Source: an optimization exercise on an open RTL-to-GDS flow (aim: small area and a short achievable clock period). Production flows keep margins and buffers that such runs may drop. Only simulation tests tie the RTL to the original design; equivalence was not proved.

[run.sh]
#!/bin/bash
# synth_recipe.tcl (not shown) runs the flow's synth.tcl, then flattens the netlist and writes it again
# the make line also repeats each setting of config.mk as NAME=value (left out here)
make -C /OpenROAD-flow-scripts/flow DESIGN_CONFIG=/design/flow/config.mk WORK_HOME=/design/flow/orfs CLKGATE_MAP_FILE= SYNTH_SCRIPT=/design/flow/synth_recipe.tcl finish
[config.mk]
export PLATFORM = sky130hd
export DESIGN_NAME = Correlation_32
export DESIGN_NICKNAME = Correlation_32
export VERILOG_FILES = /design/flow/design.v
export SDC_FILE = /design/flow/constraint.sdc
export NUM_CORES = 4
export LEC_CHECK = 0
export CAP_MARGIN = 20
export CORE_MARGIN = 2
export CORE_UTILIZATION = 40
export SLEW_MARGIN = 20
[constraint.sdc]
create_clock -name core_clock -period 50.0 [get_ports {Clock}]
set_input_delay 10.0000 -clock core_clock [delete_from_list [all_inputs] [get_ports {Clock}]]
set_output_delay 10.0000 -clock core_clock [all_outputs]
set_load 0.01 [all_outputs]
[design.v]
module Correlation_32(
    input [31:0] Num_1,
    input [31:0] Num_2,
    input [31:0] Num_3,
    input [31:0] Num_4,
    input [31:0] Num_5,
    input [31:0] Num_6,
    input [31:0] Num_7,
    input [31:0] Num_8,
    input [31:0] Num_9,
    input [31:0] Num_10,
    input [31:0] Num_11,
    input [31:0] Num_12,
    input [31:0] Num_13,
    input [31:0] Num_14,
    input [31:0] Num_15,
    input [31:0] Num_16,
    input [31:0] Target_Num,
    input Clock,
    input Reset,
    output reg [3:0] Out_4
    );
	 reg [5:0] corr_memory[14:0];
	 reg [5:0] max;
	 reg [3:0] best;
	 integer i;
	 always @(*) begin
			corr_memory[0] = Correlation_Func(Num_1,Target_Num);
			corr_memory[1] = Correlation_Func(Num_2,Target_Num);
			corr_memory[2] = Correlation_Func(Num_3,Target_Num);
			corr_memory[3] = Correlation_Func(Num_4,Target_Num);
			corr_memory[4] = Correlation_Func(Num_5,Target_Num);
			corr_memory[5] = Correlation_Func(Num_6,Target_Num);
			corr_memory[6] = Correlation_Func(Num_7,Target_Num);
			corr_memory[7] = Correlation_Func(Num_8,Target_Num);
			corr_memory[8] = Correlation_Func(Num_9,Target_Num);
			corr_memory[9] = Correlation_Func(Num_10,Target_Num);
			corr_memory[10] = Correlation_Func(Num_11,Target_Num);
			corr_memory[11] = Correlation_Func(Num_12,Target_Num);
			corr_memory[12] = Correlation_Func(Num_13,Target_Num);
			corr_memory[13] = Correlation_Func(Num_14,Target_Num);
			corr_memory[14] = Correlation_Func(Num_15,Target_Num);
			max = Correlation_Func(Num_16,Target_Num);
			best = 15;
			for(i=14;i>=0;i=i-1) begin
				if(corr_memory[i]>=max) begin
					max = corr_memory[i];
					best = i;
				end
			end
	 end
	 always @(posedge Clock or posedge Reset) begin
		if(Reset) begin
			Out_4<=0;
		end
		else begin
			Out_4<=best;
		end
	 end
	 function [5:0] Correlation_Func;
		input [31:0] Num;		
		input [31:0] Target;
		reg [5:0] i;
		begin
			Correlation_Func=0;
			for (i=0;i<32;i=i+1)
				Correlation_Func=Correlation_Func+(Num[i]==Target[i]);
		end
	endfunction
endmodule
==> flow_summary.yaml <==
run_status:
  status: "finished clean"
layout:
  finalInstanceArea_mm2: 0.0270
  fin_cells: 3364
  area_growth_pct: 30.8
  final_cell_mix: "clkdlybuf4s50_1 (549), fa_1 (384), inv_1 (365)"
  final_nets: 3778
  layout-drive-gt1-share_pct: 5.48
  largest_reg_flops: 4
  regMostFlops: "Out_4"
  layout_commonest_cell: "clkdlybuf4s50_1"
  top_regs: "Out_4 (4)"
die:
  die_area_mm2: 0.0535
  core_mm2: 0.0512
  pin_count: 550
  dieHeight_um: 231
  row_count: 83
  initial_core_util_pct: 40.4
  die_w_um: 231
sta:
  tightest_slew_ns: 1.12
  whs_ns: 9.98
  maxSlewViolCount: 0
  setup_ws_ns: 5.80
  fin_tns_setup_ns: 0
  rsz0062_at_grt: "false"
  clock.fmax_mhz: 22.6
  fin_crit_ns: 44.20
  finalCritPeriodShare_pct: 88.4
  hold_violations: 0
  setup_violations: 0
  relSlewSlack_pct: 24.8
drt:
  drt-pass1-iter-count: 5
  vias_per_cell: 5.13
  drcViolationCount: 0
  wirelength_mm: 83.0
  wl_per_cell_um: 24.7
  num_vias: 17274
  postRouteAntennaNets: 0
  drt_iter0_markers: 1088
yosys:
  synth_area_per_cell_um2: 9.54
  ys_ff_latch: 4
  synth.distinct_cells: 110
  yosys_warnings: 2
  synthCells: 2168
  syn_area_mm2: 0.0207
  synthFlopType: "dfrtp_1"
  synth_edf_count: 0
  synth_seq_area_share_pct: 0.484
  synth_nets: 3262
  async_reset_ff_share_pct: 100
setup_path:
  end_kind: "flip-flop"
  cp_common_cell: "a21oi_1"
  cp_max_fo: 16
  critPathRequiredTime_ns: 50.15
  worstPathArrival_ns: 44.35
  slowest_delay_ns: 0.56
  cp_slowest_cell: "fa_1"
  crit_start: "Target_Num[15]"
  crit_path_end: "Out_4[3]"
  path_class: "in -> reg"
  start_kind: "input port"
global_route:
  grt_pass1_wl_mm: 120
  grt_pass1_vias: 18858
  overflow: 0
  grt_usage_pct: 30.9
  grt_max_degree: 17
  antenna_found_initial: 7
clocking:
  cts_resized: 0
  cts_tree: "done"
  root_buffer: "clkbuf_16"
  htreeDepth: 1
  clockBufferDepth: 2
  cts_buffers: 3
  clk_pin_slew_worst_paths_ns: 0.03
  clkSinkCount: 4
  ctsHoldBuffers: 0
  post-cts-setup-buffer-count: 0
hold_path:
  hold_path.class: "in -> async"
placed_design:
  placed_cell_area_mm2: 0.0270
  hpwl_mm: 72.3
  port_buffers: 549
  routabilityCongestion: 1.00
  post-place-ws_ns: 5.94
  dp.cells: 3359
run:
  max_cap_viol_count: 0
## routing by layer
metal	track usage, %	part of all wire (%)	up-vias
li1	-	-	7884
met4	5.48	2.0	2
met5	0	0.0096	-
met2	52.2	47	668
met1	41.7	43	8651
met3	5.45	7.7	69
## logic make-up (layout without fill, tap and decap cells)
kind of cell | after synthesis | in the layout | share of synthesized area, %
multiplexers | 28 | 28 | 1.54
flip-flops | 4 | 4 | 0.484
other | 0 | 2 | 0
adder cells (fa/ha/maj) | 555 | 555 | 47.4
AND/OR/NAND/NOR | 244 | 244 | 6.43
XOR/XNOR | 569 | 569 | 24.1
buffers and inverters | 437 | 951 | 8.14
AO/OA/AOI/OAI | 331 | 331 | 11.9
## worst max-delay path: cells and delay by family
kind,cells,cell delay (ns)
multiplexers,11,3.96
AND/OR/NAND/NOR,47,7.04
XOR/XNOR,1,0.19
adder cells (fa/ha/maj),26,8.66
AO/OA/AOI/OAI,63,13.21
buffers and inverters,7,1.20
## per-stage QoR
| stage | util [%] |
|---|---|
| final | 52.8 |
| after global routing | 52.8 |
| after CTS | 52.8 |
| after detailed placement | 52.7 |
| after global placement | 52.7 |
| after floorplan | - |
## synth_stat cells, types with 7 or more instances
cell      number  area [µm²]
fa_1         384        7690
inv_1        365        1370
xor2_1       291        2550
xnor2_1      278        2430
ha_1         164        2050
a21oi_1       87         435
nand2_1       61         229
clkbuf_1      58         218
nor2_1        51         191
o21ai_0       45         225
a21o_1        40         300
o21a_1        21         158
nand2b_1      19         119
a211oi_1      17         128
nor2b_1       17         106
a31oi_1       14        87.6
mux2_2        14         158
nand3_1       14        70.1
or2_2         12        75.1
mux2i_1        9        90.1
nor3_1         9        45.0
and2_2         7        52.6
buf_1          7        26.3
o31ai_1        7        52.6
## area by class of cell
type,count,area (µm²)
clock buffer,3,75.1
timing repair buffer,583,5750
inverter,365,1370
fill,4684,24200
tap,680,851
sequential,4,100
antenna,2,5.00
multi-input combinational,1727,18900
## how the worst min path moves through the flow
stage | slack, ns | endpoint | cells past startpoint | from
final | 9.98 | Out_4[0] | 2 | Reset
after global routing | 10.01 | Out_4[0] | 2 | Reset
after CTS | 9.99 | Out_4[0] | 2 | Reset
after detailed placement | 10.23 | Out_4[0] | 2 | Reset
after global placement | 10.23 | Out_4[0] | 2 | Reset
after floorplan | 9.77 | Out_4[0] | 1 | Reset

-- static timing again, ports no longer ideal --
The results above use ideal ports. As a check the final layout listed here was re-extracted and re-timed, cells and wires unchanged.
Step 1 assumes that a clkbuf_16 drives the clock port and a buf_2 every other input.
Step 2 adds t to the input delays and takes it off the output delays; t is the mean of the earliest and latest rising clock arrival at the registers after step 1. Input paths then give back, and output paths get back, about the clock's delay inside the block.
a / b / c = ideal / step 1 / step 2; a / b = the first two.
t, ns: 0.261
setup slack, ns: 5.798 / 5.805 / 5.544
clock arrival spread, ns: 0.003 / 0.003
After both steps setup and hold are still met in this run. The setup slack of this run moves by +0.007 ns with the drivers and by -0.254 ns with both steps.
